This is an optimization exercise on Yosys and OpenROAD, whose aim is small area and a short achievable clock period, not a production implementation.
Only simulation tests tie the RTL to the original design; equivalence was not proved.
The flow treats the clock pin as an ideal source, which a real chip does not have.
Power is estimated from default activity; no workload was simulated.

[design/flow/design.v]
`timescale 1ns / 1ps
module alu_top (
    input  logic        clk,
    input  logic [31:0] op1,
    input  logic [31:0] op2,
    input  logic [3:0]  alu_ctrl,
    output logic [31:0] alu_result,
    output logic        zero
    );
logic [31:0] op1_q;
logic [31:0] op2_q;
logic [3:0]  alu_ctrl_q;
logic [31:0] result_d;
logic        zero_d;
always_ff @(posedge clk)
begin
    op1_q      <= op1;
    op2_q      <= op2;
    alu_ctrl_q <= alu_ctrl;
    alu_result <= result_d;
    zero       <= zero_d;
end
alu computation (
    .op1(op1_q),
    .op2(op2_q),
    .alu_ctrl(alu_ctrl_q),
    .alu_result(result_d),
    .zero(zero_d)
    );
endmodule

`timescale 1ns / 1ps
module alu (
    input  logic [31:0] op1,
    input  logic [31:0] op2,
    input  logic [3:0]  alu_ctrl,
    output logic [31:0] alu_result,
    output logic        zero
    );
logic c3, c2, c1, c0;
assign {c3, c2, c1, c0} = alu_ctrl;
logic       big;
logic [4:0] sh;
assign big = |op2[31:5];
assign sh  = op2[4:0];
logic sel_add, sel_lt, sel_xor, sel_or, sel_and, sel_sr, sel_sll, sra_big;
assign sel_add = ~c2 & ~c1 & ~c0;                        
assign sel_sll = ~c3 & ~c2 & ~c1 &  c0 & ~big;           
assign sel_lt  = ~c3 & ~c2 &  c1;                        
assign sel_xor = ~c3 &  c2 & ~c1 & ~c0;                  
assign sel_sr  =        c2 & ~c1 &  c0 & ~big;           
assign sel_or  = ~c3 &  c2 &  c1 & ~c0;                  
assign sel_and = ~c3 &  c2 &  c1 &  c0;                  
assign sra_big =  c3 &  c2 & ~c1 &  c0 & big & op1[31];  
logic        sub;
logic [31:0] bx, p, g;
assign sub = c3 | (c1 & ~c2);                             
assign bx  = op2 ^ {32{sub}};
assign p   = op1 ^ bx;
assign g   = op1 & bx;
logic [31:0] cin_v, sum;
logic        cout;
logic g0c;
assign g0c = g[0] | (p[0] & sub);
logic G1_1, P1_1;
assign G1_1 = g[1] | (p[1] & g0c);
assign P1_1 = p[1] & p[0];
logic G1_3, P1_3;
assign G1_3 = g[3] | (p[3] & g[2]);
assign P1_3 = p[3] & p[2];
logic G1_5, P1_5;
assign G1_5 = g[5] | (p[5] & g[4]);
assign P1_5 = p[5] & p[4];
logic G1_7, P1_7;
assign G1_7 = g[7] | (p[7] & g[6]);
assign P1_7 = p[7] & p[6];
logic G1_9, P1_9;
assign G1_9 = g[9] | (p[9] & g[8]);
assign P1_9 = p[9] & p[8];
logic G1_11, P1_11;
assign G1_11 = g[11] | (p[11] & g[10]);
assign P1_11 = p[11] & p[10];
logic G1_13, P1_13;
assign G1_13 = g[13] | (p[13] & g[12]);
assign P1_13 = p[13] & p[12];
logic G1_15, P1_15;
assign G1_15 = g[15] | (p[15] & g[14]);
assign P1_15 = p[15] & p[14];
logic G1_17, P1_17;
assign G1_17 = g[17] | (p[17] & g[16]);
assign P1_17 = p[17] & p[16];
logic G1_19, P1_19;
assign G1_19 = g[19] | (p[19] & g[18]);
assign P1_19 = p[19] & p[18];
logic G1_21, P1_21;
assign G1_21 = g[21] | (p[21] & g[20]);
assign P1_21 = p[21] & p[20];
logic G1_23, P1_23;
assign G1_23 = g[23] | (p[23] & g[22]);
assign P1_23 = p[23] & p[22];
logic G1_25, P1_25;
assign G1_25 = g[25] | (p[25] & g[24]);
assign P1_25 = p[25] & p[24];
logic G1_27, P1_27;
assign G1_27 = g[27] | (p[27] & g[26]);
assign P1_27 = p[27] & p[26];
logic G1_29, P1_29;
assign G1_29 = g[29] | (p[29] & g[28]);
assign P1_29 = p[29] & p[28];
logic G1_31, P1_31;
assign G1_31 = g[31] | (p[31] & g[30]);
assign P1_31 = p[31] & p[30];
logic G2_3, P2_3;
assign G2_3 = G1_3 | (P1_3 & G1_1);
assign P2_3 = P1_3 & P1_1;
logic G2_7, P2_7;
assign G2_7 = G1_7 | (P1_7 & G1_5);
assign P2_7 = P1_7 & P1_5;
logic G2_11, P2_11;
assign G2_11 = G1_11 | (P1_11 & G1_9);
assign P2_11 = P1_11 & P1_9;
logic G2_15, P2_15;
assign G2_15 = G1_15 | (P1_15 & G1_13);
assign P2_15 = P1_15 & P1_13;
logic G2_19, P2_19;
assign G2_19 = G1_19 | (P1_19 & G1_17);
assign P2_19 = P1_19 & P1_17;
logic G2_23, P2_23;
assign G2_23 = G1_23 | (P1_23 & G1_21);
assign P2_23 = P1_23 & P1_21;
logic G2_27, P2_27;
assign G2_27 = G1_27 | (P1_27 & G1_25);
assign P2_27 = P1_27 & P1_25;
logic G2_31, P2_31;
assign G2_31 = G1_31 | (P1_31 & G1_29);
assign P2_31 = P1_31 & P1_29;
logic G3_7, P3_7;
assign G3_7 = G2_7 | (P2_7 & G2_3);
assign P3_7 = P2_7 & P2_3;
logic G3_15, P3_15;
assign G3_15 = G2_15 | (P2_15 & G2_11);
assign P3_15 = P2_15 & P2_11;
logic G3_23, P3_23;
assign G3_23 = G2_23 | (P2_23 & G2_19);
assign P3_23 = P2_23 & P2_19;
logic G3_31, P3_31;
assign G3_31 = G2_31 | (P2_31 & G2_27);
assign P3_31 = P2_31 & P2_27;
logic G4_15, P4_15;
assign G4_15 = G3_15 | (P3_15 & G3_7);
assign P4_15 = P3_15 & P3_7;
logic G4_31, P4_31;
assign G4_31 = G3_31 | (P3_31 & G3_23);
assign P4_31 = P3_31 & P3_23;
logic G5_31, P5_31;
assign G5_31 = G4_31 | (P4_31 & G4_15);
assign P5_31 = P4_31 & P4_15;
logic G6_23, P6_23;
assign G6_23 = G3_23 | (P3_23 & G4_15);
assign P6_23 = P3_23 & P4_15;
logic G7_11, P7_11;
assign G7_11 = G2_11 | (P2_11 & G3_7);
assign P7_11 = P2_11 & P3_7;
logic G7_19, P7_19;
assign G7_19 = G2_19 | (P2_19 & G4_15);
assign P7_19 = P2_19 & P4_15;
logic G7_27, P7_27;
assign G7_27 = G2_27 | (P2_27 & G6_23);
assign P7_27 = P2_27 & P6_23;
logic G8_5, P8_5;
assign G8_5 = G1_5 | (P1_5 & G2_3);
assign P8_5 = P1_5 & P2_3;
logic G8_9, P8_9;
assign G8_9 = G1_9 | (P1_9 & G3_7);
assign P8_9 = P1_9 & P3_7;
logic G8_13, P8_13;
assign G8_13 = G1_13 | (P1_13 & G7_11);
assign P8_13 = P1_13 & P7_11;
logic G8_17, P8_17;
assign G8_17 = G1_17 | (P1_17 & G4_15);
assign P8_17 = P1_17 & P4_15;
logic G8_21, P8_21;
assign G8_21 = G1_21 | (P1_21 & G7_19);
assign P8_21 = P1_21 & P7_19;
logic G8_25, P8_25;
assign G8_25 = G1_25 | (P1_25 & G6_23);
assign P8_25 = P1_25 & P6_23;
logic G8_29, P8_29;
assign G8_29 = G1_29 | (P1_29 & G7_27);
assign P8_29 = P1_29 & P7_27;
logic G9_2, P9_2;
assign G9_2 = g[2] | (p[2] & G1_1);
assign P9_2 = p[2] & P1_1;
logic G9_4, P9_4;
assign G9_4 = g[4] | (p[4] & G2_3);
assign P9_4 = p[4] & P2_3;
logic G9_6, P9_6;
assign G9_6 = g[6] | (p[6] & G8_5);
assign P9_6 = p[6] & P8_5;
logic G9_8, P9_8;
assign G9_8 = g[8] | (p[8] & G3_7);
assign P9_8 = p[8] & P3_7;
logic G9_10, P9_10;
assign G9_10 = g[10] | (p[10] & G8_9);
assign P9_10 = p[10] & P8_9;
logic G9_12, P9_12;
assign G9_12 = g[12] | (p[12] & G7_11);
assign P9_12 = p[12] & P7_11;
logic G9_14, P9_14;
assign G9_14 = g[14] | (p[14] & G8_13);
assign P9_14 = p[14] & P8_13;
logic G9_16, P9_16;
assign G9_16 = g[16] | (p[16] & G4_15);
assign P9_16 = p[16] & P4_15;
logic G9_18, P9_18;
assign G9_18 = g[18] | (p[18] & G8_17);
assign P9_18 = p[18] & P8_17;
logic G9_20, P9_20;
assign G9_20 = g[20] | (p[20] & G7_19);
assign P9_20 = p[20] & P7_19;
logic G9_22, P9_22;
assign G9_22 = g[22] | (p[22] & G8_21);
assign P9_22 = p[22] & P8_21;
logic G9_24, P9_24;
assign G9_24 = g[24] | (p[24] & G6_23);
assign P9_24 = p[24] & P6_23;
logic G9_26, P9_26;
assign G9_26 = g[26] | (p[26] & G8_25);
assign P9_26 = p[26] & P8_25;
logic G9_28, P9_28;
assign G9_28 = g[28] | (p[28] & G7_27);
assign P9_28 = p[28] & P7_27;
logic G9_30, P9_30;
assign G9_30 = g[30] | (p[30] & G8_29);
assign P9_30 = p[30] & P8_29;
assign cin_v = {G9_30, G8_29, G9_28, G7_27, G9_26, G8_25, G9_24, G6_23, G9_22, G8_21, G9_20, G7_19, G9_18, G8_17, G9_16, G4_15, G9_14, G8_13, G9_12, G7_11, G9_10, G8_9, G9_8, G3_7, G9_6, G8_5, G9_4, G2_3, G9_2, G1_1, g0c, sub};
assign sum   = p ^ cin_v;
assign cout  = G5_31;
logic lt;
assign lt = ~cout ^ (~c0 & (op1[31] ^ op2[31]));
logic [31:0] a_rev, x, r, r_rev;
logic        fill;
for (genvar k = 0; k < 32; k++) begin : rv
    assign a_rev[k] = op1[31-k];
    assign r_rev[k] = r[31-k];
end
assign x    = c2 ? op1 : a_rev;                           
assign fill = c3 & op1[31];                               
always_comb begin
    r = x;
    if (sh[0]) r = {{1{fill}},  r[31:1]};
    if (sh[1]) r = {{2{fill}},  r[31:2]};
    if (sh[2]) r = {{4{fill}},  r[31:4]};
    if (sh[3]) r = {{8{fill}},  r[31:8]};
    if (sh[4]) r = {{16{fill}}, r[31:16]};
end
logic [31:0] res_other;
assign res_other  = ({32{sel_xor}} & p)
                  | ({32{sel_or}}  & (op1 | op2))
                  | ({32{sel_and}} & (op1 & op2))
                  | ({32{sel_sr}}  & r)
                  | ({32{sel_sll}} & r_rev)
                  | {32{sra_big}};
assign alu_result = ({32{sel_add}} & sum) | res_other | {31'b0, sel_lt & lt};
assign zero = ~|alu_result;
endmodule
[design/flow/flow/run.sh]
#!/bin/bash
# Own layout flow: the standard ORFS flow (standard.sh), run in two parts,
# with these changes:
#  - ADDER_MAP_FILE empty: Yosys does not extract half/full adder cells before
#    ABC, so ABC maps the adder logic itself (smaller and faster here);
#  - port buffers are sky130_fd_sc_hd__buf_1 instead of ORFS's default choice
#    (every port still gets its buffer);
set -euo pipefail
export ADDER_MAP_FILE=
export BUFFER_PORTS_ARGS="-buffer_cell sky130_fd_sc_hd__buf_1"
SETUP_SLACK_MARGIN=4 bash standard.sh cts > standard_cts.log 2>&1
SETUP_SLACK_MARGIN=3.8 bash standard.sh finish > standard_finish.log 2>&1
[design/flow/standard.sh]
#!/bin/bash
# synth_recipe.tcl (not shown) runs the flow's synth.tcl, then flattens the netlist and writes it again
# the make line also repeats each setting of config.mk as NAME=value (left out here)
make -C /OpenROAD-flow-scripts/flow DESIGN_CONFIG=/design/flow/config.mk WORK_HOME=/design/flow/orfs CLKGATE_MAP_FILE= SYNTH_SCRIPT=/design/flow/synth_recipe.tcl "${@:-finish}"
[design/flow/config.mk]
export PLATFORM = sky130hd
export DESIGN_NAME = alu_top
export DESIGN_NICKNAME = alu_top
export VERILOG_FILES = /design/flow/design.v
export SDC_FILE = /design/flow/constraint.sdc
export NUM_CORES = 4
export LEC_CHECK = 0
export ABC_AREA = 1
export CAP_MARGIN = 20
export CORE_MARGIN = 2
export CORE_UTILIZATION = 40
export PLACE_DENSITY = 0.6
export SLEW_MARGIN = 20
[design/flow/constraint.sdc]
create_clock -name core_clock -period 7.0 [get_ports {clk}]
set_input_delay 1.4000 -clock core_clock [delete_from_list [all_inputs] [get_ports {clk}]]
set_output_delay 1.4000 -clock core_clock [all_outputs]
set_load 0.01 [all_outputs]
==> out/qor.csv, run 1 <==
metric,value,unit
CTS tree,yes,
post-synthesis async set-or-reset flop share,0,%
M2 GR Usage,48.6,%
Lkg Pwr,4.54,nW
Final Cycle Share,43.5,%
# DRC,0,
Core Footprint,19300,µm²
crit start category,register,
Die Area,20600,µm²
crit path DAT,3.32,ns
"Cell Area, Synth",7800,µm²
WP data required,7.27,ns
Synthesized Nets,1420,
final worst slack,3.95,ns
number of synthesized register bits,101,
WL/cell,18.8,µm
Non-Filler Instances,1716,
hold buffers post-CTS,0,
dpl cells,1671,
cts bufs inserted,9,
Worst Hold Depth,3,
worst flop-to-flop path endpoint,zero,
Post-Synthesis Cells,1351,
"area leader, netlist",dfxtp_1,
"Hold Vio Cnt, Final",0,
critical path endpoint category,register,
Finished Cell Area,9360,µm²
power density cells,182,nW/µm²
# fillers,2081,
Peak VDD IR,103,µV
DR iter-0 viols,1085,
met1 usage,41.3,%
DR pass1 iterations,8,
worst-path maximum fanout,20,
cell mode on critical path,nor2_1,
Reg2Reg Depth,20,
H-tree levels,3,
worst path cell trace,inv_1 > nand3_1 > nor3_2 > nand3_2 > buf_4 > nor3_2 > buf_4 > clkinv_2 > a21oi_1 > nor2_1 > nand2_1 > nor2_1 > nand3_1 > nor2_2 > nand2_2 > nor2_4 > nand2_1 > nor2_1 > nand3_1 > nor2_1,
fmax,328,MHz
Worst slew margin,44.2,%
sequential share of the synthesized area,25.9,%
DR vias,9628,
cell with the most instances after synthesis,nand2_1,
clk_skew,0.0129,ns
met3 usage,6.50,%
routability cong.,0.974,
Max clock buf depth,2,
# clock sinks,101,
Overall Power,1.71,mW
status,"complete, no violations",
library cells used by synthesis,47,
Syn. warnings,2,
Detailed Place HPWL,23.0,mm
Slew @ Worst Pin,0.830,ns
Reg2Reg Setup Slack,3.95,ns
Die X,144,µm
placed instance area,8370,µm²
Nets,1515,
DRT antenna net count,0,
synth cell count leaders,"nand2_1 (390), nand3_1 (305), inv_1 (129), dfxtp_1 (101), nor2_1 (92)",
pin count of the biggest net entering global routing,38,
GRT overflow,0,
Die Span Y,144,µm
Post-synth EDFFs,0,
top cell type's share of synthesized area,25.9,%
first-pass GRT wire length,48.3,mm
RSZ-0062 raised after global routing,false,
IO Pins,102,
most crowded layer after global routing,met2,
hold endpoint,alu_result[0],
Site Rows,51,
initial antenna violation count,0,
hold slack final,0.741,ns
setup tns final,0,ns
GRT Util Overall,31.0,%
Max stage delay on crit path,0.40,ns
Max Slew Vio Count,0,
top post-synthesis cells by area,"dfxtp_1 (26%), nand3_1 (20%), nand2_1 (19%)",
Crit-path slowest cell,dfxtp_1,
WS Path Type,reg -> reg,
vias in the first global route,8515,
PortBufs,101,
r2r startpoint,op2_q[31],
post-detailed-routing wire length,32.3,mm
CTS root buffer,clkbuf_16,
ant diodes,0,
worst skew pair latency,0.37,ns
post-layout minimum cycle time,3.05,ns
Max Cap Viol,0,
pre-CTS WS,3.21,ns
Synth Flop Type,dfxtp_1,
# setup viols final,0,
post-layout util,48.6,%
initial core utilization,40.5,%
Hold Path Class,reg -> reg,
Synth Area per Inst,5.77,µm²
vias per cell,5.61,
Area Overhead vs Synth,20.0,%
"CTS clk-pin slew, worst paths",0.08,ns
layout cell share with drive strength beyond 1,10.6,%
Hold Startpoint,alu_ctrl_q[3],
[worst max path at each step]
stage	startpoint	to	slack (ns)	depth (start not counted)
2_1_floorplan	alu_ctrl_q[2]	zero	4.55	21
3_3_place_gp	alu_ctrl_q[2]	zero	3.24	24
3_5_place_dp	alu_ctrl_q[2]	zero	3.21	26
4_1_cts	op2_q[31]	zero	4.01	20
5_1_grt	alu_ctrl_q[2]	zero	3.77	24
6_report	op2_q[31]	zero	3.95	20
[cells by family (layout without fill, tap and decap cells)]
logic type,after synthesis,count (layout),share of synthesized area [%]
fa+ha+maj,2,2,0.257
buf+inv,201,296,10.3
compound gates,179,179,13.4
flops,101,101,25.9
xor+xnor,18,18,2.02
simple gates,850,855,48.1
[cell type report]
cell class,instances,area [µm²],area share [%]
timing repair buffer,141,890,9.50
clock inverter,6,47.5,0.508
sequential,101,2040,21.8
tap,265,332,3.54
clock buffer,10,229,2.45
inverter,137,564,6.03
multi-input combinational,1054,5250,56.0
timing repair inverter,2,13.8,0.147
[flip-flops by register name, indices dropped and copies added (netlist names)]
register    flops
alu_result     32
op1_q          32
alu_ctrl_q      4
op2_q          32
zero            1
[critical path, delay by kind of cell, from the launching register on]
family / cells / cell delay, ns
AO/OA/AOI/OAI: 1 / 0.25
AND/OR/NAND/NOR: 15 / 1.48
flip-flops: 1 / 0.40
buffers and inverters: 4 / 0.81
[layer usage]
layer / up-vias / wire length, µm
met5: - / 0
met4: 0 / 1410
met3: 82 / 3110
met2: 512 / 14300
met1: 4349 / 13500
li1: 4685 / -
[timing repair]
item                       4_1_cts  5_1_grt
setup endpoints to repair       22        1
gates resized for setup         59       48
setup buffers                   11        7
cloned                           8        3
pin swaps                        7       13
[cells in the final DEF (no fill, tap or decap), types with 6 or more instances in the layout]
master,netlist,layout
a21oi_1,69,65
a31oi_1,6,6
buf_1,9,101
buf_12,0,7
buf_4,0,24
clkbuf_16,0,10
dfxtp_1,101,95
inv_1,129,125
nand2_1,390,378
nand2_2,22,28
nand2_4,2,8
nand3_1,305,300
nand3_2,3,8
nand4_1,7,7
nor2_1,92,81
nor2_2,1,11
o211ai_1,14,14
o21ai_0,54,49
o21ai_1,6,11
o221ai_1,7,7
or2_1,7,7
xor2_1,18,17
[power by group]
| part | internal [mW] | total [mW] | switching, mW | leakage [nW] |
|---|---|---|---|---|
| clock network | 0.245 | 0.480 | 0.235 | 0.139 |
| registers | 0.614 | 0.656 | 0.0414 | 0.849 |
| logic | 0.191 | 0.573 | 0.382 | 3.56 |
| total | 1.05 | 1.71 | 0.658 | 4.54 |
==> run 2, diff against run 1 <==
--- a/design/flow/design.v
+++ b/design/flow/design.v
@@ -56,3 +56,3 @@
 logic [31:0] bx, p, g;
-assign sub = c3 | (c1 & ~c2);                             
+assign sub = c3 | c1;                                    
 assign bx  = op2 ^ {32{sub}};
==> run 2 against run 1 <==
Clock skew down 0.0049 ns. First-iteration DRC count down 7.9%. Sequential share of layout area rose by 0.74 points. Fmax is 0.50% lower. Critical endpoint unchanged. Critical path depth did not move. Register-to-register slack worse by 0.02 ns. Clock-buffer cell count unchanged. Highest routed layer unchanged. Critical path type unchanged. Final cell count shrank 0.70%. Power down 1.7%.
==> out/qor.csv, run 2 <==
metric,value,unit
status,"complete, no violations",
met3 routed WL,2.89,mm
DR iter-0 viols,999,
vias in the first global route,8660,
final worst slack,3.94,ns
Top Metal Used,met4,
DR pass1 iterations,6,
hold slack final,0.700,ns
post-detailed-routing wire length,32.1,mm
"area leader, netlist",dfxtp_1,
IO Pins,102,
CTS root buffer,clkbuf_16,
Synth Flop Type,dfxtp_1,
layout cell share with drive strength beyond 1,9.66,%
cell with the most instances after synthesis,nand2_1,
"Cell Area, Synth",7830,µm²
cts bufs inserted,9,
WS Path Type,reg -> reg,
met2 WL,14.0,mm
library cells used by synthesis,46,
H-tree levels,3,
Max stage delay on crit path,0.31,ns
worst path cell trace,inv_1 > nand4_1 > nor3_2 > nand3_1 > nand2_1 > buf_6 > o211ai_1 > nor2_2 > nand2_1 > nor2_1 > nand2_1 > nor2_2 > nand2_1 > nor2_1 > nand2_1 > nor2_2 > nand2_1 > nor2_1 > nand3_1 > nor2_1,
hold buffers post-CTS,0,
post-layout util,46.7,%
Crit-path slowest cell,dfxtp_1,
Lkg Pwr,4.42,nW
vias per cell,5.60,
Nets,1503,
ant diodes,0,
Non-Filler Instances,1704,
Overall Power,1.68,mW
Buf/Inv on CP,2,
initial core utilization,40.5,%
# setup viols final,0,
Site Rows,51,
CP top delay family,simple AND/OR/NAND/NOR gates,
GRT overflow,0,
initial antenna violation count,0,
number of synthesized register bits,101,
setup tns final,0,ns
power density cells,186,nW/µm²
cell mode on critical path,nand2_1,
Max Slew Vio Count,0,
"Hold Vio Cnt, Final",0,
critical path endpoint category,register,
routability cong.,1.03,
Die X,144,µm
most frequent cells in the layout,"nand2_1 (396), nand3_1 (292), inv_1 (122), buf_1 (101), dfxtp_1 (96)",
fmax,327,MHz
crit start category,register,
Hold Path Class,reg -> reg,
Die Area,20700,µm²
Syn. warnings,2,
GRT Util Overall,31.2,%
Detailed Place HPWL,23.8,mm
Slew @ Worst Pin,0.647,ns
CTS tree,yes,
"commonest non-fill, non-tap cell in the layout",nand2_1,
Die Span Y,144,µm
top cell type's share of synthesized area,25.8,%
pin count of the biggest net entering global routing,44,
post-synthesis async set-or-reset flop share,0,%
synth cell count leaders,"nand2_1 (400), nand3_1 (295), inv_1 (129), dfxtp_1 (101), nor2_1 (81)",
sequential share of the synthesized area,25.8,%
Area Overhead vs Synth,15.3,%
Synth Area per Inst,5.79,µm²
# fillers,2116,
WP data required,7.30,ns
first-pass GRT wire length,48.4,mm
worst skew pair latency,0.37,ns
M1 WL,13.3,mm
Synthesized Nets,1422,
placed instance area,8360,µm²
# clock sinks,101,
crit path DAT,3.36,ns
top post-synthesis cells by area,"dfxtp_1 (26%), nand2_1 (19%), nand3_1 (19%)",
Peak VDD IR,115,µV
"CTS clk-pin slew, worst paths",0.07,ns
clk_skew,0.00795,ns
Top Registers,"alu_result (32), op1_q (32), op2_q (32)",
DR vias,9537,
DRT antenna net count,0,
RSZ-0062 raised after global routing,false,
WL/cell,18.8,µm
Post-synth EDFFs,0,
Finished Cell Area,9030,µm²
worst-path maximum fanout,18,
# DRC,0,
Final Cycle Share,43.7,%
pre-CTS WS,3.15,ns
dpl cells,1669,
PortBufs,101,
Worst slew margin,56.8,%
Core Footprint,19300,µm²
Max Cap Viol,0,
post-layout minimum cycle time,3.06,ns
Post-Synthesis Cells,1353,
Max clock buf depth,2,
-- run 2: cell types whose count changed in the layout (fill, tap and decap cells not counted), moves of 5 or more --
cell,previous run,this run
nand2_1,378,396
o21ai_0,49,62
nor2_1,81,72
nand3_1,300,292
nand2_4,8,2
o221ai_1,7,1
or2_1,7,1
or2_2,4,9
-- run 2: tightest hold or removal path, stage by stage, from the launching register on --
cell,delay [ns]
dfxtp_2,0.37
nand2_1,0.18
o21ai_2,0.10
-- run 2: kinds of logic (layout without fill, tap and decap cells) --
| group | after synthesis | after routing | share of synthesized area [%] |
|---|---|---|---|
| simple gates | 841 | 841 | 47.6 |
| xor+xnor | 16 | 16 | 1.89 |
| compound gates | 193 | 193 | 14.2 |
| buf+inv | 202 | 288 | 10.5 |
| flops | 101 | 101 | 25.8 |
-- run 2: worst paths after layout --
kind	start	to	slack (ns)	depth (start not counted)
max reg2reg	op2_q[13]	zero	3.94	20
min reg2reg	alu_ctrl_q[1]	alu_result[0]	0.70	2
min	alu_ctrl_q[1]	alu_result[0]	0.70	2
max	op2_q[13]	zero	3.94	20
-- run 2: power by group --
| part | internal [mW] | switching (mW) |
|---|---|---|
| clock network | 0.254 | 0.239 |
| logic | 0.172 | 0.361 |
| registers | 0.614 | 0.0393 |
-- run 2: final cells by class --
type                    count  area, µm²  share of cell area, %
repair inverters            4       22.5                  0.249
clock inverters             6       46.3                  0.513
well taps                 265        332                   3.67
multi-input cells        1050       5080                   56.3
flip-flops and latches    101       2040                   22.6
clock buffers              10        239                   2.65
inverters                 134        519                   5.75
repair buffers            134        749                   8.30
-- run 2: routing by layer --
| metal | global-route usage [%] | up-vias |
|---|---|---|
| li1 | - | 4639 |
| met1 | 39.8 | 4302 |
| met2 | 48.8 | 505 |
| met3 | 6.76 | 91 |
| met4 | 17.3 | 0 |
| met5 | 0 | - |
-- run 2: repair_timing --
action / in CTS / in global routing
setup endpoints to repair: 18 / 1
resized for setup: 48 / 17
pin swaps: 2 / 4
cloned: 4 / 2
setup buffers: 8 / 5
==> run 3, diff against run 2 <==
--- a/design/flow/design.v
+++ b/design/flow/design.v
@@ -264,3 +264,16 @@
 assign alu_result = ({32{sel_add}} & sum) | res_other | {31'b0, sel_lt & lt};
-assign zero = ~|alu_result;
+logic [31:0] zk, keep;
+logic        zero_add, zero_sh, zero_lg;
+assign zk       = {op1[30:0] | bx[30:0], sub};
+assign zero_add = &(p ~^ zk);
+for (genvar k = 0; k < 32; k++) begin : th
+    assign keep[k] = (k >= sh);
+end
+assign zero_sh  = ~|(x & keep);
+assign zero_lg  = ~|(({32{sel_xor}} & p) | ({32{sel_or}} & (op1 | op2)) | ({32{sel_and}} & (op1 & op2)));
+assign zero     = sel_add ? zero_add
+                : sel_lt  ? ~lt
+                : (sel_sr | sel_sll) ? zero_sh
+                : sra_big ? 1'b0
+                : zero_lg;
 endmodule
--- a/design/flow/flow/run.sh
+++ b/design/flow/flow/run.sh
@@ -10,3 +10,3 @@
 export BUFFER_PORTS_ARGS="-buffer_cell sky130_fd_sc_hd__buf_1"
-SETUP_SLACK_MARGIN=4 bash standard.sh cts > standard_cts.log 2>&1
-SETUP_SLACK_MARGIN=3.8 bash standard.sh finish > standard_finish.log 2>&1
+SETUP_SLACK_MARGIN=4.5 bash standard.sh cts > standard_cts.log 2>&1
+SETUP_SLACK_MARGIN=4.3 bash standard.sh finish > standard_finish.log 2>&1
==> run 3 against run 2 <==
Still clean. Clock power grew 8.5%. Combinational power grew 32%. Final cell count increased by 3.8%. Synthesized area grew 6.8%. First-iteration DRC count grew 35%. Register-to-register slack gained 0.42 ns. Non-clock buffer count increased by 37. Worst hold slack improved by 0.023 ns. Die area increased by 6.6%. Design area rose by 16%. Global-route usage up 3.9 points. Critical endpoint is now alu_result[21]. Largest cell class unchanged.
==> out/qor.csv, run 3 <==
metric,value,unit
Die Area,22100,µm²
Top Registers,"alu_result (32), op1_q (32), op2_q (32)",
Max stage delay on crit path,0.61,ns
Lkg Pwr,4.63,nW
CTS root buffer,clkbuf_16,
Area Overhead vs Synth,25.6,%
RSZ-0062 raised after global routing,true,
# DRC,0,
Core Footprint,20400,µm²
cts bufs inserted,9,
WS Path Type,reg -> reg,
layout cell share with drive strength beyond 1,19.8,%
Max Cap Viol,0,
Final Cycle Share,37.7,%
status,"complete, no violations",
hold slack final,0.723,ns
# setup viols final,0,
top cell type's share of synthesized area,24.2,%
CTS tree,yes,
power density cells,180,nW/µm²
Die X,149,µm
CP top delay family,compound AO/OA/AOI/OAI gates,
Worst slew margin,50.3,%
Synthesized Nets,1444,
worst path cell trace,buf_12 > o21ai_1 > mux2i_1 > o21ai_0 > o21ai_0 > o22ai_1 > a21oi_2 > o21ai_0 > a21oi_1 > o21ai_0,
sequential share of the synthesized area,24.2,%
Nets,1563,
cell mode on critical path,o21ai_0,
Non-Filler Instances,1769,
IO Pins,102,
Max clock buf depth,2,
"area leader, netlist",dfxtp_1,
vias in the first global route,9106,
routability cong.,1.01,
"Cell Area, Synth",8360,µm²
Hold Path Class,reg -> reg,
post-layout minimum cycle time,2.64,ns
"Hold Vio Cnt, Final",0,
hold endpoint,alu_result[19],
GRT overflow,0,
number of synthesized register bits,101,
vias per cell,5.87,
DR vias,10400,
initial core utilization,41.1,%
Synth Area per Inst,6.08,µm²
worst-path maximum fanout,31,
DR pass1 iterations,8,
setup tns final,0,ns
Synth Flop Type,dfxtp_1,
Die Span Y,149,µm
first-pass GRT wire length,57.0,mm
Worst Hold Depth,3,
critical path endpoint category,register,
Post-synth EDFFs,0,
crit start category,register,
Max Slew Vio Count,0,
ant diodes,0,
library cells used by synthesis,57,
initial antenna violation count,0,
clk_skew,0.0131,ns
cell with the most instances after synthesis,nand2_1,
DRT antenna net count,0,
fmax,379,MHz
DR iter-0 viols,1351,
Crit-path slowest cell,o21ai_1,
"commonest non-fill, non-tap cell in the layout",nand2_1,
H-tree levels,3,
"CTS clk-pin slew, worst paths",0.08,ns
Peak VDD IR,118,µV
post-synthesis async set-or-reset flop share,0,%
Buf/Inv on CP,1,
PortBufs,101,
GRT Util Overall,35.1,%
# clock sinks,101,
Detailed Place HPWL,29.0,mm
worst flop-to-flop path endpoint,alu_result[21],
WP data required,7.29,ns
Hold Startpoint,op1_q[18],
r2r startpoint,alu_ctrl_q[2],
post-detailed-routing wire length,39.4,mm
WL/cell,22.3,µm
dpl cells,1696,
most frequent cells in the layout,"nand2_1 (351), o21ai_0 (132), inv_1 (115), buf_1 (101), dfxtp_1 (93)",
Reg2Reg Setup Slack,4.36,ns
pin count of the biggest net entering global routing,63,
Site Rows,52,
synth cell count leaders,"nand2_1 (386), o21ai_0 (172), inv_1 (119), dfxtp_1 (101), nor2_1 (92)",
Slew @ Worst Pin,0.741,ns
Post-Synthesis Cells,1375,
Reg2Reg Depth,10,
Syn. warnings,2,
top post-synthesis cells by area,"dfxtp_1 (24%), nand2_1 (17%), o21ai_0 (10%)",
crit path DAT,2.93,ns
worst skew pair latency,0.37,ns
run 3: cell count changes after synthesis, sizes merged, moves of 10 or more:
cell,delta
nand2,+20
o21ai,+108
nand4,+13
buf,-10
nor2,+19
mux2i,+13
o22ai,+39
nand3,-222
run 3: cell families after synthesis:
group           Yosys count  share of synthesized area (%)
simple gates            680                           36.7
xor+xnor                 19                           2.62
buf+inv                 199                           9.77
fa+ha+maj                 1                          0.120
compound gates          362                           25.0
flops                   101                           24.2
mux                      13                           1.56
run 3: metrics by stage:
stage	power, mW	worst slack, ns	area [µm²]	utilization (%)
5_1_grt	1.98	4.28	10500	51.6
4_1_cts	1.83	4.47	10100	49.4
3_3_place_gp	1.24	3.02	8890	43.6
3_5_place_dp	1.23	3.05	8890	43.6
6_report	1.89	4.36	10500	51.6
2_1_floorplan	1.05	4.84	8360	-
run 3: layout make-up:
type	count	area, µm²
clock buffers	9	225
clock inverters	7	85.1
fillers	2147	9860
inverters	135	551
multi-input cells	1076	6060
flip-flops and latches	101	2050
well taps	270	338
repair buffers	171	1200
run 3: tightest hold or removal path: cells and delay by family (launching register included):
kind / cells / cell delay (ns)
AO/OA/AOI/OAI: 2 / 0.21
AND/OR/NAND/NOR: 1 / 0.14
flip-flops: 1 / 0.35
run 3: metal layers:
layer	vias up	wire length, µm	track usage (%)
met2	712	15300	47.5
met3	102	5150	11.0
met5	-	0	0
met1	4694	17200	51.4
li1	4879	-	-
met4	0	1790	13.4
run 3: how the worst max path moves through the flow:
stage | from | cells after the start | slack, ns | endpoint
detailed placement | op2_q[0] | 11 | 3.05 | alu_result[28]
floorplan | alu_ctrl_q[3] | 23 | 4.84 | alu_result[31]
CTS | alu_ctrl_q[1] | 20 | 4.47 | alu_result[31]
global placement | op2_q[0] | 11 | 3.02 | alu_result[28]
global route | alu_ctrl_q[2] | 10 | 4.28 | alu_result[11]
finish | alu_ctrl_q[2] | 10 | 4.36 | alu_result[21]
run 3: report_power, final:
group	switching (mW)	total (mW)	internal, mW	leakage [nW]
clock network	0.253	0.535	0.282	0.149
registers	0.0408	0.655	0.614	0.849
logic	0.467	0.702	0.235	3.63
run 3: repair_timing:
item | 4_1_cts | 5_1_grt
hold buffers | 0 | 0
pin swaps | 15 | 34
resized for setup | 133 | 84
setup buffers | 31 | 16
cloned | 7 | 3
setup endpoints to repair | 33 | 19
==> run 4, diff against run 3 <==
--- a/design/flow/design.v
+++ b/design/flow/design.v
@@ -264,16 +264,3 @@
 assign alu_result = ({32{sel_add}} & sum) | res_other | {31'b0, sel_lt & lt};
-logic [31:0] zk, keep;
-logic        zero_add, zero_sh, zero_lg;
-assign zk       = {op1[30:0] | bx[30:0], sub};
-assign zero_add = &(p ~^ zk);
-for (genvar k = 0; k < 32; k++) begin : th
-    assign keep[k] = (k >= sh);
-end
-assign zero_sh  = ~|(x & keep);
-assign zero_lg  = ~|(({32{sel_xor}} & p) | ({32{sel_or}} & (op1 | op2)) | ({32{sel_and}} & (op1 & op2)));
-assign zero     = sel_add ? zero_add
-                : sel_lt  ? ~lt
-                : (sel_sr | sel_sll) ? zero_sh
-                : sra_big ? 1'b0
-                : zero_lg;
+assign zero = ~|alu_result;
 endmodule
--- a/design/flow/flow/run.sh
+++ b/design/flow/flow/run.sh
@@ -10,3 +10,6 @@
 export BUFFER_PORTS_ARGS="-buffer_cell sky130_fd_sc_hd__buf_1"
-SETUP_SLACK_MARGIN=4.5 bash standard.sh cts > standard_cts.log 2>&1
-SETUP_SLACK_MARGIN=4.3 bash standard.sh finish > standard_finish.log 2>&1
+export POST_CTS_TCL="$PWD/flow/post_cts.tcl"
+export SKIP_CTS_REPAIR_TIMING=1
+export SKEW_CELLS="sky130_fd_sc_hd__clkbuf_2 sky130_fd_sc_hd__clkbuf_4"
+SETUP_SLACK_MARGIN=4.3 bash standard.sh cts > standard_cts.log 2>&1
+SETUP_SLACK_MARGIN=4.1 bash standard.sh finish > standard_finish.log 2>&1
==> design/flow/flow/post_cts.tcl (new file) <==
# Useful skew for the ALU's register-to-register paths. After CTS, each leaf
# clock net that reaches result registers (alu_result, zero) drives them
# through a short chain of clock buffers, so their clock arrives later than the
# operand registers'. This helps the operand -> result paths inside the design
# only: the result -> output port paths see the later clock and get slower.
# CTS's own timing repair is skipped (SKIP_CTS_REPAIR_TIMING=1) and run here,
# after the change, as cts.tcl would have.
set block [ord::get_db_block]
set db [ord::get_db]
set cells $::env(SKEW_CELLS)
set groups [dict create]
foreach inst [$block getInsts] {
  set name [$inst getName]
  if {[string match "alu_result*" $name] || [string match "zero*" $name]} {
    set it [$inst findITerm CLK]
    if {$it == "NULL"} continue
    dict lappend groups [[$it getNet] getName] $it
  }
}
set k 0
dict for {netname iterms} $groups {
  set src [$block findNet $netname]
  set sx 0; set sy 0
  foreach it $iterms {
    set loc [[$it getInst] getLocation]
    set sx [expr $sx + [lindex $loc 0]]; set sy [expr $sy + [lindex $loc 1]]
  }
  set n [llength $iterms]
  set x [expr int($sx / $n)]; set y [expr int($sy / $n)]
  set j 0
  foreach c $cells {
    set dst [odb::dbNet_create $block "clk_skew_${k}_${j}"]
    $dst setSigType CLOCK
    set b [odb::dbInst_create $block [$db findMaster $c] "clk_skew_buf_${k}_${j}"]
    [$b findITerm A] connect $src
    [$b findITerm X] connect $dst
    $b setLocation $x $y
    $b setPlacementStatus PLACED
    set src $dst
    incr j
  }
  foreach it $iterms { $it disconnect; $it connect $src }
  puts "skew: leaf $netname -> $n result registers through [llength $cells] buffer(s)"
  incr k
}
global_connect
detailed_placement
estimate_parasitics -placement
repair_timing_helper
detailed_placement
check_placement -verbose
estimate_parasitics -placement
report_worst_slack
==> run 4 against run 3 <==
Combinational power down 23%. Power is 5.2% lower. Synthesized area is 6.4% lower. Largest cell class unchanged. Register-to-register slack lost 0.14 ns. Die area is 6.2% lower. Highest routed layer unchanged.
==> out/qor.csv, run 4 <==
metric,value,unit
clk_skew,0.260,ns
worst path cell trace,buf_6 > inv_1 > buf_4 > o21ai_0 > o21ai_0 > a21oi_2 > nand2_1 > nor2_1 > nand2_1 > nor2_4 > nand2_1 > nor2_1 > nand2_1 > nor2_2 > nand2_1 > nor2_1 > nand3_1 > nor2_1,
Syn. warnings,2,
Non-Filler Instances,1717,
Die Area,20700,µm²
Synth Flop Type,dfxtp_1,
Final Cycle Share,39.7,%
Nets,1516,
CP top delay family,simple AND/OR/NAND/NOR gates,
DR vias,9607,
crit start category,register,
final worst slack,4.22,ns
dpl cells,1669,
Worst Hold Depth,2,
Worst slew margin,57.9,%
IO Pins,102,
most frequent cells in the layout,"nand2_1 (394), nand3_1 (290), inv_1 (122), buf_1 (101), dfxtp_1 (96)",
Synthesized Nets,1422,
synth cell count leaders,"nand2_1 (400), nand3_1 (295), inv_1 (129), dfxtp_1 (101), nor2_1 (81)",
CTS tree,yes,
crit path DAT,3.32,ns
Top Registers,"alu_result (32), op1_q (32), op2_q (32)",
pin count of the biggest net entering global routing,44,
layout cell share with drive strength beyond 1,11.2,%
number of synthesized register bits,101,
vias per cell,5.60,
met3 routed WL,3.04,mm
top cell type's share of synthesized area,25.8,%
Site Rows,51,
cell mode on critical path,nand2_1,
GRT Util Overall,31.6,%
sequential share of the synthesized area,25.8,%
Die Span Y,144,µm
WS Path Type,reg -> reg,
DRT antenna net count,0,
ant diodes,0,
Peak VDD IR,136,µV
vias in the first global route,8813,
Max Slew Vio Count,0,
GRT overflow,0,
cell with the most instances after synthesis,nand2_1,
# setup viols final,0,
# clock sinks,101,
pre-CTS WS,3.15,ns
"CTS clk-pin slew, worst paths",0.08,ns
Post-synth EDFFs,0,
Core Footprint,19300,µm²
"area leader, netlist",dfxtp_1,
placed instance area,8360,µm²
Reg2Reg Depth,18,
critical path endpoint category,register,
library cells used by synthesis,46,
worst-path maximum fanout,43,
Area Overhead vs Synth,17.6,%
Levels on crit path,18,
"Hold Vio Cnt, Final",0,
DR iter-0 viols,1001,
post-layout minimum cycle time,2.78,ns
routability cong.,1.03,
"Cell Area, Synth",7830,µm²
worst skew pair latency,0.61,ns
RSZ-0062 raised after global routing,false,
M1 WL,13.1,mm
Finished Cell Area,9210,µm²
DR pass1 iterations,6,
Buf/Inv on CP,3,
Slew @ Worst Pin,0.631,ns
post-synthesis async set-or-reset flop share,0,%
Detailed Place HPWL,23.8,mm
WP data required,7.54,ns
first-pass GRT wire length,49.2,mm
status,"complete, no violations",
# DRC,0,
Lkg Pwr,4.51,nW
setup tns final,0,ns
initial antenna violation count,0,
Max Cap Viol,0,
Crit-path slowest cell,dfxtp_1,
met2 WL,14.3,mm
post-detailed-routing wire length,32.5,mm
Die X,144,µm
PortBufs,101,
Max stage delay on crit path,0.40,ns
WL/cell,18.9,µm
initial core utilization,40.5,%
"commonest non-fill, non-tap cell in the layout",nand2_1,
top post-synthesis cells by area,"dfxtp_1 (26%), nand2_1 (19%), nand3_1 (19%)",
Top Metal Used,met4,
Post-Synthesis Cells,1353,
Hold Path Class,reg -> reg,
Synth Area per Inst,5.79,µm²
fmax,360,MHz
power density cells,195,nW/µm²
run 4: cell types whose count changed after synthesis, sizes merged, moves of 19 or more:
| cell | before | now |
|---|---|---|
| o21ai | 180 | 72 |
| nand2 | 443 | 423 |
| nand3 | 78 | 300 |
| nor2 | 102 | 83 |
| o22ai | 39 | 0 |
run 4: area by class of cell, without the clock buffers:
| type | instances | area [µm²] |
|---|---|---|
| Sequential cell | 101 | 2040 |
| Inverter | 134 | 519 |
| Multi-Input combinational cell | 1050 | 5140 |
| Timing Repair inverter | 4 | 25.0 |
| Timing Repair Buffer | 133 | 786 |
| Buffer | 14 | 87.6 |
| Fill cell | 2096 | 10100 |
| Clock inverter | 6 | 46.3 |
| Tap cell | 265 | 332 |
run 4: cell families after synthesis:
kind of cell,synth area share [%]
buffers and inverters,10.5
xor gates and xnor gates,1.89
DFF,25.8
and+or+nand+nor,47.6
AOI/OAI and AO/OA,14.2
run 4: stage by stage:
stage / hold slack [ns] / power (mW) / util, %
2_1_floorplan: 0.521 / 1.01 / -
3_3_place_gp: 0.730 / 1.16 / 43.3
3_5_place_dp: 0.726 / 1.16 / 43.3
5_1_grt: 0.498 / 1.90 / 47.6
6_report: 0.469 / 1.79 / 47.6
run 4: power by group:
part	total [mW]	internal (mW)	switching [mW]	leakage (nW)
logic	0.542	0.177	0.365	3.46
clock network	0.597	0.325	0.272	0.202
registers	0.654	0.614	0.0396	0.848
run 4: routing by layer:
| metal | global-route usage (%) | vias to the layer above |
|---|---|---|
| met5 | 0 | - |
| met4 | 18.2 | 0 |
| met3 | 7.13 | 103 |
| met2 | 49.3 | 533 |
| met1 | 40.1 | 4294 |
| li1 | - | 4677 |
run 4: worst paths after layout:
kind	to	slack, ns	from
setup / recovery	zero	4.22	alu_ctrl_q[0]
hold / removal	alu_result[0]	0.47	alu_ctrl_q[1]
setup reg to reg	zero	4.22	alu_ctrl_q[0]
hold reg to reg	alu_result[0]	0.47	alu_ctrl_q[1]
run 4: worst register-to-register path, cell delays in order, from the launching register on:
cell and delay, ns:
dfxtp_1 0.40, buf_6 0.34, inv_1 0.10, buf_4 0.25, o21ai_0 0.19, o21ai_0 0.15
a21oi_2 0.28, nand2_1 0.08, nor2_1 0.13, nand2_1 0.10, nor2_4 0.14, nand2_1 0.07
nor2_1 0.09, nand2_1 0.12, nor2_2 0.19, nand2_1 0.07, nor2_1 0.09, nand3_1 0.09
nor2_1 0.08
==> run 5, diff against run 4 <==
--- a/design/flow/design.v
+++ b/design/flow/design.v
@@ -264,3 +264,16 @@
 assign alu_result = ({32{sel_add}} & sum) | res_other | {31'b0, sel_lt & lt};
-assign zero = ~|alu_result;
+logic [31:0] zk, keep;
+logic        zero_add, zero_sh, zero_lg;
+assign zk       = {op1[30:0] | bx[30:0], sub};
+assign zero_add = &(p ~^ zk);
+for (genvar k = 0; k < 32; k++) begin : th
+    assign keep[k] = (k >= sh);
+end
+assign zero_sh  = ~|(x & keep);
+assign zero_lg  = ~|(({32{sel_xor}} & p) | ({32{sel_or}} & (op1 | op2)) | ({32{sel_and}} & (op1 & op2)));
+assign zero     = sel_add ? zero_add
+                : sel_lt  ? ~lt
+                : (sel_sr | sel_sll) ? zero_sh
+                : sra_big ? 1'b0
+                : zero_lg;
 endmodule
--- a/design/flow/flow/run.sh
+++ b/design/flow/flow/run.sh
@@ -13,3 +13,4 @@
 export SKEW_CELLS="sky130_fd_sc_hd__clkbuf_2 sky130_fd_sc_hd__clkbuf_4"
-SETUP_SLACK_MARGIN=4.3 bash standard.sh cts > standard_cts.log 2>&1
-SETUP_SLACK_MARGIN=4.1 bash standard.sh finish > standard_finish.log 2>&1
+export SKEW_MAX_FANOUT=6
+SETUP_SLACK_MARGIN=4.6 bash standard.sh cts > standard_cts.log 2>&1
+SETUP_SLACK_MARGIN=4.4 bash standard.sh finish > standard_finish.log 2>&1
--- a/design/flow/flow/post_cts.tcl
+++ b/design/flow/flow/post_cts.tcl
@@ -29,4 +29,7 @@
   set x [expr int($sx / $n)]; set y [expr int($sy / $n)]
+  # all but the last buffer are shared by the leaf's result registers; the
+  # last one drives at most SKEW_MAX_FANOUT of them (nearest by x), to keep
+  # the clock pins' slew low
   set j 0
-  foreach c $cells {
+  foreach c [lrange $cells 0 end-1] {
     set dst [odb::dbNet_create $block "clk_skew_${k}_${j}"]
@@ -41,4 +44,24 @@
   }
-  foreach it $iterms { $it disconnect; $it connect $src }
-  puts "skew: leaf $netname -> $n result registers through [llength $cells] buffer(s)"
+  set sorted [lsort -command {apply {{a b} {expr {[lindex [[$a getInst] getLocation] 0] - [lindex [[$b getInst] getLocation] 0]}}}} $iterms]
+  set maxf $::env(SKEW_MAX_FANOUT)
+  set nchunk [expr {($n + $maxf - 1) / $maxf}]
+  set per [expr {($n + $nchunk - 1) / $nchunk}]
+  for {set ci 0} {$ci < $nchunk} {incr ci} {
+    set chunk [lrange $sorted [expr {$ci * $per}] [expr {($ci + 1) * $per - 1}]]
+    if {[llength $chunk] == 0} continue
+    set cx 0; set cy 0
+    foreach it $chunk {
+      set loc [[$it getInst] getLocation]
+      set cx [expr $cx + [lindex $loc 0]]; set cy [expr $cy + [lindex $loc 1]]
+    }
+    set dst [odb::dbNet_create $block "clk_skew_${k}_${j}_${ci}"]
+    $dst setSigType CLOCK
+    set b [odb::dbInst_create $block [$db findMaster [lindex $cells end]] "clk_skew_buf_${k}_${j}_${ci}"]
+    [$b findITerm A] connect $src
+    [$b findITerm X] connect $dst
+    $b setLocation [expr int($cx / [llength $chunk])] [expr int($cy / [llength $chunk])]
+    $b setPlacementStatus PLACED
+    foreach it $chunk { $it disconnect; $it connect $dst }
+  }
+  puts "skew: leaf $netname -> $n result registers through [llength $cells] buffer(s), $nchunk last-stage buffer(s)"
   incr k
==> run 5 against run 4 <==
Still clean on timing, DRC and antenna. Synthesized cell count grew 1.6%. Combinational power grew 15%. Worst hold slack gained 0.031 ns. Sequential power is essentially flat. Global-route usage grew 2.2 points. Die area grew 6.6%. Sequential share of layout area shrank 0.97 points. Worst setup slack gained 0.29 ns. Synthesized area grew 6.8%. Core utilization shrank 0.22 points. Highest routed layer unchanged.
==> out/qor.csv, run 5 <==
metric,value,unit
DR iter-0 viols,1417,
Switching Power,0.740,mW
initial antenna violation count,0,
r2r startpoint,op2_q[3],
WL/cell,21.4,µm
fmax,402,MHz
sequential power share,34.6,%
switching share of power,39.2,%
Reg2Reg Depth,23,
status,"complete, no violations",
Max Cap Viol,0,
DR vias,10000,
post-layout util,47.4,%
power density cells,196,nW/µm²
Lkg Pwr,4.38,nW
Site Rows,52,
crit path DAT,1.09,ns
Post-synth EDFFs,0,
worst path cell trace,buf_6,
WS Path Type,reg -> out,
GRT Util Overall,33.8,%
Max Slew Vio Count,0,
pin count of the biggest net entering global routing,63,
ant diodes,0,
Buf/Inv on CP,1,
library cells used by synthesis,57,
first-pass GRT wire length,55.3,mm
"CTS clk-pin slew, worst paths",0.07,ns
Comb power frac,32.9,%
top post-synthesis cells by area,"dfxtp_1 (24%), nand2_1 (17%), o21ai_0 (10%)",
initial core utilization,41.1,%
most frequent cells in the layout,"nand2_1 (384), o21ai_0 (151), inv_1 (117), nor2_1 (91), dfxtp_1 (90)",
routability cong.,1.01,
Die X,149,µm
PortBufs,101,
top cell type's share of synthesized area,24.2,%
hold slack final,0.500,ns
critical path endpoint category,primary output,
IO Pins,102,
post-layout minimum cycle time,2.49,ns
Hold Path Class,reg -> reg,
Area Overhead vs Synth,15.4,%
cell with the most instances after synthesis,nand2_1,
# setup viols final,0,
Int Power,1.15,mW
Die Span Y,149,µm
GRT overflow,0,
crit start category,register,
post-synthesis async set-or-reset flop share,0,%
CTS tree,yes,
Die Area,22100,µm²
"commonest non-fill, non-tap cell in the layout",nand2_1,
"Cell Area, Synth",8360,µm²
RSZ-0062 raised after global routing,true,
post-detailed-routing wire length,37.1,mm
Synthesized Nets,1444,
Clock Power Share,32.5,%
Nets,1526,
Synth Flop Type,dfxtp_1,
Post-Synthesis Cells,1375,
layout cell share with drive strength beyond 1,15.4,%
Detailed Place HPWL,29.0,mm
Max stage delay on crit path,0.33,ns
DRT antenna net count,0,
Slew @ Worst Pin,0.719,ns
worst skew pair latency,0.65,ns
Reg2Reg Setup Slack,4.52,ns
Top Registers,"alu_result (32), op1_q (32), op2_q (32)",
"area leader, netlist",dfxtp_1,
clk_skew,0.306,ns
Levels on crit path,1,
DR pass1 iterations,6,
Core Footprint,20400,µm²
# clock sinks,101,
Crit-path slowest cell,dfxtp_2,
sequential share of the synthesized area,24.2,%
Syn. warnings,2,
Worst slew margin,51.8,%
Peak VDD IR,118,µV
# DRC,0,
synth cell count leaders,"nand2_1 (386), o21ai_0 (172), inv_1 (119), dfxtp_1 (101), nor2_1 (92)",
"Hold Vio Cnt, Final",0,
# fillers,2217,
CP top delay family,flip-flops,
vias per cell,5.80,
CP startpoint,alu_result[11],
WP data required,5.60,ns
worst-path maximum fanout,1,
Synth Area per Inst,6.08,µm²
Worst Hold Depth,5,
number of synthesized register bits,101,
Final Cycle Share,35.6,%
worst flop-to-flop path endpoint,alu_result[31],
vias in the first global route,8893,
Worst setup endpoint,alu_result[11],
setup tns final,0,ns
-- run 5: cell types whose count changed after synthesis, sizes merged, moves of 7 or more --
| cell | before | now |
|---|---|---|
| buf | 33 | 23 |
| nor4 | 1 | 9 |
| a221oi | 8 | 1 |
| nor2 | 83 | 102 |
| nand4 | 9 | 22 |
| mux2i | 0 | 13 |
| nand3 | 300 | 78 |
| o21ai | 72 | 180 |
| o2111ai | 5 | 13 |
| o22ai | 0 | 39 |
| nand2 | 423 | 443 |
-- run 5: routing by layer --
| metal | up-vias | GRT usage [%] | wire [µm] |
|---|---|---|---|
| met5 | - | 0 | 0 |
| met4 | 0 | 13.1 | 1500 |
| met3 | 79 | 9.20 | 4530 |
| met2 | 632 | 45.9 | 14300 |
| met1 | 4544 | 50.2 | 16900 |
| li1 | 4789 | - | - |
-- run 5: final cells by class, without the clock buffers --
class	instances	area, µm²	share of cell area (%)
clock inverters	7	85.1	0.881
inverters	135	536	5.55
plain buffers	10	67.6	0.700
flip-flops and latches	101	2040	21.1
well taps	270	338	3.50
repair buffers	124	739	7.66
multi-input cells	1076	5620	58.2
-- run 5: how the worst min path moves through the flow --
stage                                end  slack (ns)       from
after global placement    alu_result[15]        0.75  op1_q[14]
final                     alu_result[15]        0.50  op1_q[14]
after detailed placement  alu_result[15]        0.75  op1_q[14]
after global routing      alu_result[15]        0.55  op1_q[14]
after floorplan           alu_result[19]        0.63  op1_q[18]
-- run 5: logic make-up after synthesis --
group / after synthesis / synth area share, %
multiplexers: 13 / 1.56
flip-flops: 101 / 24.2
XOR/XNOR: 19 / 2.62
AND/OR/NAND/NOR: 680 / 36.7
buffers and inverters: 199 / 9.77
AO/OA/AOI/OAI: 362 / 25.0
adder cells (fa/ha/maj): 1 / 0.120
-- run 5: stage by stage --
step	worst slack, ns	instance area, µm²	power (mW)	cells
2_1_floorplan	4.84	8360	1.05	1375
3_3_place_gp	3.02	8890	1.24	1696
3_5_place_dp	3.05	8890	1.23	1696
5_1_grt	4.36	9650	1.99	1732
6_report	4.51	9650	1.89	1732
-- run 5: power by group through the flow --
stage	sequential [mW]	combinational (mW)	clock, mW
after detailed placement	0.663	0.567	0
after global placement	0.663	0.573	0
after global routing	0.658	0.673	0.654
final	0.653	0.621	0.614
after floorplan	0.660	0.386	0
==> run 6, diff against run 5 <==
--- a/design/flow/flow/run.sh
+++ b/design/flow/flow/run.sh
@@ -14,3 +14,3 @@
 export SKEW_MAX_FANOUT=6
-SETUP_SLACK_MARGIN=4.6 bash standard.sh cts > standard_cts.log 2>&1
-SETUP_SLACK_MARGIN=4.4 bash standard.sh finish > standard_finish.log 2>&1
+SETUP_SLACK_MARGIN=4.5 bash standard.sh cts > standard_cts.log 2>&1
+SETUP_SLACK_MARGIN=4.3 bash standard.sh finish > standard_finish.log 2>&1
==> run 6 against run 5 <==
Highest routed layer unchanged. Synthesized area stayed put. Worst setup slack worse by 0.19 ns. Clock skew is 0.0051 ns higher. First-iteration DRC count is 0.71% higher. Fmax is 7.3% lower. Largest cell class unchanged. Worst hold slack worse by 0.0031 ns. Routed wire length is 0.33% lower. Power is 0.69% lower.
==> out/qor.csv, run 6 <==
metric,value,unit
Lkg Pwr,4.26,nW
WP data required,7.56,ns
# clock sinks,101,
layout cell share with drive strength beyond 1,13.2,%
Nets,1523,
Peak VDD IR,116,µV
post-layout util,46.7,%
initial antenna violation count,0,
GRT Util Overall,33.3,%
Die Span Y,149,µm
initial core utilization,41.1,%
Post-Synthesis Cells,1375,
vias in the first global route,8809,
worst flop-to-flop path endpoint,alu_result[21],
Final Cycle Share,38.3,%
DR iter-0 viols,1427,
post-detailed-routing wire length,37.0,mm
first-pass GRT wire length,54.4,mm
Synth Area in Simple Gates,36.7,%
Core Footprint,20400,µm²
WS Path Type,reg -> reg,
mux cell area share after synthesis,1.56,%
Hold Startpoint,op1_q[14],
most frequent cells in the layout,"nand2_1 (386), o21ai_0 (158), inv_1 (118), nor2_1 (92), dfxtp_1 (92)",
top post-synthesis cells by area,"dfxtp_1 (24%), nand2_1 (17%), o21ai_0 (10%)",
"commonest non-fill, non-tap cell in the layout",nand2_1,
Synth Flop Type,dfxtp_1,
Die Area,22100,µm²
# DRC,0,
crit path DAT,3.24,ns
vias per cell,5.77,
Synthesized Nets,1444,
Hold Path Class,reg -> reg,
Compound-Gate Fraction of Synth Area,25.0,%
post-synthesis async set-or-reset flop share,0,%
"Hold Vio Cnt, Final",0,
routability cong.,1.01,
Die X,149,µm
pin count of the biggest net entering global routing,63,
GRT overflow,0,
power density cells,197,nW/µm²
Reg2Reg Depth,11,
M2 GR Usage,45.2,%
"area leader, netlist",dfxtp_1,
ant diodes,0,
CTS tree,yes,
fmax,373,MHz
most crowded layer after global routing,met1,
Post-synth EDFFs,0,
top cell type's share of synthesized area,24.2,%
Synth Area per Inst,6.08,µm²
Max Slew Vio Count,0,
met1 usage,49.8,%
sequential share of the synthesized area,24.2,%
worst-path maximum fanout,62,
number of synthesized register bits,101,
Worst slew margin,33.2,%
met3 usage,8.50,%
Max Cap Viol,0,
DR pass1 iterations,5,
Site Rows,52,
critical path endpoint category,register,
# setup viols final,0,
library cells used by synthesis,57,
Slew @ Worst Pin,0.999,ns
DRT antenna net count,0,
"CTS clk-pin slew, worst paths",0.07,ns
status,"complete, no violations",
post-layout minimum cycle time,2.68,ns
"Cell Area, Synth",8360,µm²
worst skew pair latency,0.65,ns
Adder-Cell Fraction of Synth Area,0.120,%
clk_skew,0.311,ns
Syn. warnings,2,
RSZ-0062 raised after global routing,false,
PortBufs,101,
setup tns final,0,ns
largest family of logic cells by synthesized area,simple AND/OR/NAND/NOR gates,
Worst Hold Depth,5,
WL/cell,21.4,µm
Reg2Reg Setup Slack,4.32,ns
xor/xnor share of the synthesized area,2.62,%
Area Overhead vs Synth,13.7,%
Detailed Place HPWL,29.0,mm
DR vias,9972,
Top Registers,"alu_result (32), op1_q (32), op2_q (32)",
r2r startpoint,alu_ctrl_q[2],
IO Pins,102,
hold endpoint,alu_result[15],
crit start category,register,
cell with the most instances after synthesis,nand2_1,
synth cell count leaders,"nand2_1 (386), o21ai_0 (172), inv_1 (119), dfxtp_1 (101), nor2_1 (92)",
## run 6: metal layers
| layer | share of wire, % | wire (µm) |
|---|---|---|
| met3 | 12 | 4420 |
| met4 | 4.3 | 1590 |
| met2 | 38 | 14100 |
| met5 | 0 | 0 |
| met1 | 46 | 16900 |
## run 6: final cells by class, without the clock buffers
class | instances | area [µm²]
Clock inverter | 7 | 85.1
Timing Repair Buffer | 121 | 644
Sequential cell | 101 | 2040
Tap cell | 270 | 338
Inverter | 135 | 524
Multi-Input combinational cell | 1076 | 5590
Fill cell | 2230 | 10900
Buffer | 10 | 67.6
## run 6: logic make-up (layout without fill, tap and decap cells)
family          count (synthesis)  count (layout)
compound gates                362             362
xor+xnor                       19              19
fa+ha+maj                       1               1
buf+inv                       199             282
flops                         101             101
mux                            13              13
simple gates                  680             681
## run 6: critical path: stages (launching register included)
cell and delay [ns]:
dfxtp_2 0.33, buf_8 0.29, inv_2 0.18, o21ai_0 0.61
mux2i_1 0.26, o21ai_0 0.27, o21ai_0 0.16, o22ai_1 0.28
a21oi_1 0.14, o21ai_0 0.17, a21oi_1 0.05, o21ai_0 0.09
## run 6: how the worst max path moves through the flow
stage,from,to,slack (ns),depth (start not counted)
floorplan,alu_ctrl_q[3],alu_result[31],4.84,23
global placement,op2_q[0],alu_result[28],3.02,11
detailed placement,op2_q[0],alu_result[28],3.05,11
global route,op2_q[4],alu_result[27],4.29,21
finish,alu_ctrl_q[2],alu_result[21],4.32,11
## run 6: metrics by stage
step	std cells	setup WS (ns)	instance area (µm²)	total power, mW	hold WS [ns]
floorplan	1375	4.84	8360	1.05	0.630
global placement	1696	3.02	8890	1.24	0.750
detailed placement	1696	3.05	8890	1.23	0.749
global route	1729	4.29	9510	1.97	0.550
finish	1729	4.32	9510	1.87	0.497
## run 6: where the power goes
group          internal [mW]  total [mW]  switching, mW
Clock                  0.338       0.611          0.273
Sequential             0.615       0.653         0.0376
Combinational          0.186       0.611          0.425
==> run 7, diff against run 6 <==
--- a/design/flow/flow/run.sh
+++ b/design/flow/flow/run.sh
@@ -7,2 +7,7 @@
 #    (every port still gets its buffer);
+#  - CTS inserts no dummy loads (CTS_ARGS: ORFS's default arguments plus
+#    -dont_use_dummy_load).
+# Synthesis script, registers, clock and constraints are otherwise the standard flow's own.
+# Each make step writes its own log under orfs/logs; standard.sh's output goes
+# to standard_cts.log and standard_finish.log here.
 set -euo pipefail
@@ -12,5 +17,6 @@
 export SKIP_CTS_REPAIR_TIMING=1
+export CTS_ARGS="-sink_clustering_enable -repair_clock_nets -dont_use_dummy_load"
 export SKEW_CELLS="sky130_fd_sc_hd__clkbuf_2 sky130_fd_sc_hd__clkbuf_4"
 export SKEW_MAX_FANOUT=6
-SETUP_SLACK_MARGIN=4.5 bash standard.sh cts > standard_cts.log 2>&1
-SETUP_SLACK_MARGIN=4.3 bash standard.sh finish > standard_finish.log 2>&1
+SETUP_SLACK_MARGIN=4.6 bash standard.sh cts > standard_cts.log 2>&1
+SETUP_SLACK_MARGIN=4.4 bash standard.sh finish > standard_finish.log 2>&1
--- a/design/flow/config.mk
+++ b/design/flow/config.mk
@@ -10,4 +10,4 @@
 export CORE_MARGIN = 2
-export CORE_UTILIZATION = 40
-export PLACE_DENSITY = 0.6
+export CORE_UTILIZATION = 55
+export PLACE_DENSITY = 0.7
 export SLEW_MARGIN = 20
==> run 7 against run 6 <==
Largest power group unchanged. Sequential share of layout area hardly changed. Power shrank 3.8%. Critical path type unchanged. Combinational power grew 3%. Fmax shrank 1.0%.
==> out/qor.csv, run 7 <==
metric,value,unit
Crit-path slowest cell,o21ai_0,
Area Overhead vs Synth,14.2,%
xor/xnor share of the synthesized area,2.62,%
worst-path maximum fanout,17,
"Hold Vio Cnt, Final",0,
DR pass1 iterations,7,
worst path cell trace,buf_6 > o21ai_0 > mux2i_1 > o21ai_0 > o21ai_0 > inv_1 > o21ai_0 > o21ai_0 > nand2_1 > o2111ai_1,
IO Pins,102,
top cell type's share of synthesized area,24.2,%
Post-synth EDFFs,0,
setup tns final,0,ns
initial core utilization,55.6,%
Reg2Reg Setup Slack,4.29,ns
sequential share of the synthesized area,24.2,%
clk_skew,0.284,ns
Die X,127,µm
multi-input logic area,5670,µm²
PortBufs,101,
Non-Filler Instances,1642,
DRT antenna net count,0,
Site Rows,45,
Reg area,2050,µm²
Slew @ Worst Pin,0.925,ns
Nets,1525,
Hold Path Class,reg -> reg,
Die Area,16200,µm²
first-pass GRT wire length,53.9,mm
fmax,369,MHz
post-layout minimum cycle time,2.71,ns
WL/cell,22.1,µm
post-synthesis async set-or-reset flop share,0,%
most frequent cells in the layout,"nand2_1 (382), o21ai_0 (151), inv_1 (118), nor2_1 (91), dfxtp_1 (89)",
post-layout util,63.5,%
Worst slew margin,37.7,%
Syn. warnings,2,
pre-CTS WS,2.98,ns
mux cell area share after synthesis,1.56,%
vias per cell,6.37,
power density cells,189,nW/µm²
post-detailed-routing wire length,36.2,mm
# setup viols final,0,
final worst slack,4.29,ns
status,"complete, no violations",
Worst Hold Depth,5,
Core Footprint,15000,µm²
initial antenna violation count,0,
Hold Startpoint,op1_q[14],
# clock sinks,101,
Max Slew Vio Count,0,
# fillers,1478,
Peak VDD IR,171,µV
top post-synthesis cells by area,"dfxtp_1 (24%), nand2_1 (17%), o21ai_0 (10%)",
hold slack final,0.526,ns
DR vias,10500,
r2r startpoint,alu_ctrl_q[2],
number of synthesized register bits,101,
Max Cap Viol,0,
critical path endpoint category,register,
GRT overflow,0,
pin count of the biggest net entering global routing,61,
"commonest non-fill, non-tap cell in the layout",nand2_1,
Synth Area per Inst,6.08,µm²
placed instance area,8760,µm²
Levels on crit path,10,
worst skew pair latency,0.61,ns
Die Span Y,127,µm
Final Cycle Share,38.7,%
dpl cells,1611,
Post-Synthesis Cells,1375,
ant diodes,0,
Reg2Reg Depth,10,
"area leader, netlist",dfxtp_1,
Overall Power,1.80,mW
routability cong.,1.03,
cell mode on critical path,o21ai_0,
WP data required,7.51,ns
vias in the first global route,9188,
"Cell Area, Synth",8360,µm²
CP top delay family,compound AO/OA/AOI/OAI gates,
layout cell share with drive strength beyond 1,15.3,%
Top Registers,"alu_result (32), op1_q (32), op2_q (32)",
Detailed Place HPWL,27.1,mm
worst flop-to-flop path endpoint,alu_result[12],
Max stage delay on crit path,0.53,ns
Lkg Pwr,4.37,nW
Adder-Cell Fraction of Synth Area,0.120,%
library cells used by synthesis,57,
CTS tree,yes,
Synth Area in Simple Gates,36.7,%
Finished Cell Area,9550,µm²
DR iter-0 viols,1703,
Synth Flop Type,dfxtp_1,
crit path DAT,3.22,ns
largest family of logic cells by synthesized area,simple AND/OR/NAND/NOR gates,
cell with the most instances after synthesis,nand2_1,
"CTS clk-pin slew, worst paths",0.08,ns
synth cell count leaders,"nand2_1 (386), o21ai_0 (172), inv_1 (119), dfxtp_1 (101), nor2_1 (92)",
WS Path Type,reg -> reg,
# DRC,0,
RSZ-0062 raised after global routing,true,
GRT Util Overall,44.1,%
crit start category,register,
Synthesized Nets,1444,
Buf/Inv on CP,2,
hold endpoint,alu_result[15],
Compound-Gate Fraction of Synth Area,25.0,%
==> run 7: cells by family (layout without fill, tap and decap cells) <==
family,count (synthesis),count (layout)
AOI/OAI and AO/OA,362,362
xor gates and xnor gates,19,19
adders and majority gates,1,1
buffers and inverters,199,277
DFF,101,101
muxes,13,13
and+or+nand+nor,680,681
==> run 7: layout make-up, without the clock buffers <==
type,count,share of cell area (%)
multi-input cells,1076,59.3
repair buffers,122,7.94
plain buffers,11,0.760
inverters,135,5.66
flip-flops and latches,101,21.5
well taps,188,2.46
==> run 7: how the worst max path moves through the flow <==
stage / from / endpoint / slack [ns]
3_5_place_dp: op2_q[0] / alu_result[26] / 2.98
2_1_floorplan: alu_ctrl_q[3] / alu_result[31] / 4.84
6_report: alu_ctrl_q[2] / alu_result[12] / 4.29
3_3_place_gp: op2_q[1] / alu_result[27] / 3.09
5_1_grt: alu_ctrl_q[2] / alu_result[12] / 4.33
==> run 7: power by group <==
part	leakage, nW	switching [mW]	internal, mW	total [mW]
clock	0.160	0.229	0.286	0.515
combinational	3.36	0.431	0.199	0.629
sequential	0.850	0.0432	0.616	0.659
total	4.37	0.703	1.10	1.80
==> run 7: layer usage <==
metal / up-vias / wire length, µm / GRT usage, %
li1: 4791 / - / -
met1: 4664 / 14800 / 63.0
met2: 880 / 14000 / 59.2
met3: 120 / 5560 / 14.9
met4: 0 / 1820 / 20.5
met5: - / 0 / 0
==> run 7: worst register-to-register path: stages, from the launching register on <==
cell       delay (ns)
dfxtp_4          0.43
buf_6            0.20
o21ai_0          0.53
mux2i_1          0.20
o21ai_0          0.45
o21ai_0          0.19
inv_1            0.08
o21ai_0          0.10
o21ai_0          0.46
nand2_1          0.10
o2111ai_1        0.12

separate check: timing with driven ports:
The flow's constraints put no driver on any port. The routed layouts listed below were extracted and timed again, unchanged, in two steps.
Step 1: set_driving_cell puts a clkbuf_16 on clk and a buf_2 on each other input, an assumption about the parent block.
Step 2, shift: input delay + t, output delay - t, t = (earliest + latest rising clock arrival at the registers) / 2. This alone moves slack from input paths to output paths.
a / b / c = ideal / step 1 / step 2; a / b = the first two.
run	t (ns)	setup slack, ns	latest minus earliest clock arrival (ns)
run 1	0.408	3.954 / 3.954 / 3.954	0.013 / 0.013
run 2	0.409	3.939 / 3.939 / 3.939	0.008 / 0.008
run 3	0.415	4.361 / 4.361 / 4.361	0.014 / 0.014
run 4	0.525	4.219 / 4.219 / 4.219	0.260 / 0.260
run 5	0.542	4.511 / 4.463 / 4.523	0.306 / 0.306
run 6	0.541	4.317 / 4.317 / 4.317	0.311 / 0.311
run 7	0.516	4.289 / 4.289 / 4.289	0.284 / 0.283
Clock arrivals are far apart in run 5 and run 6, so t is only a midpoint there and step 2 fits no single register.
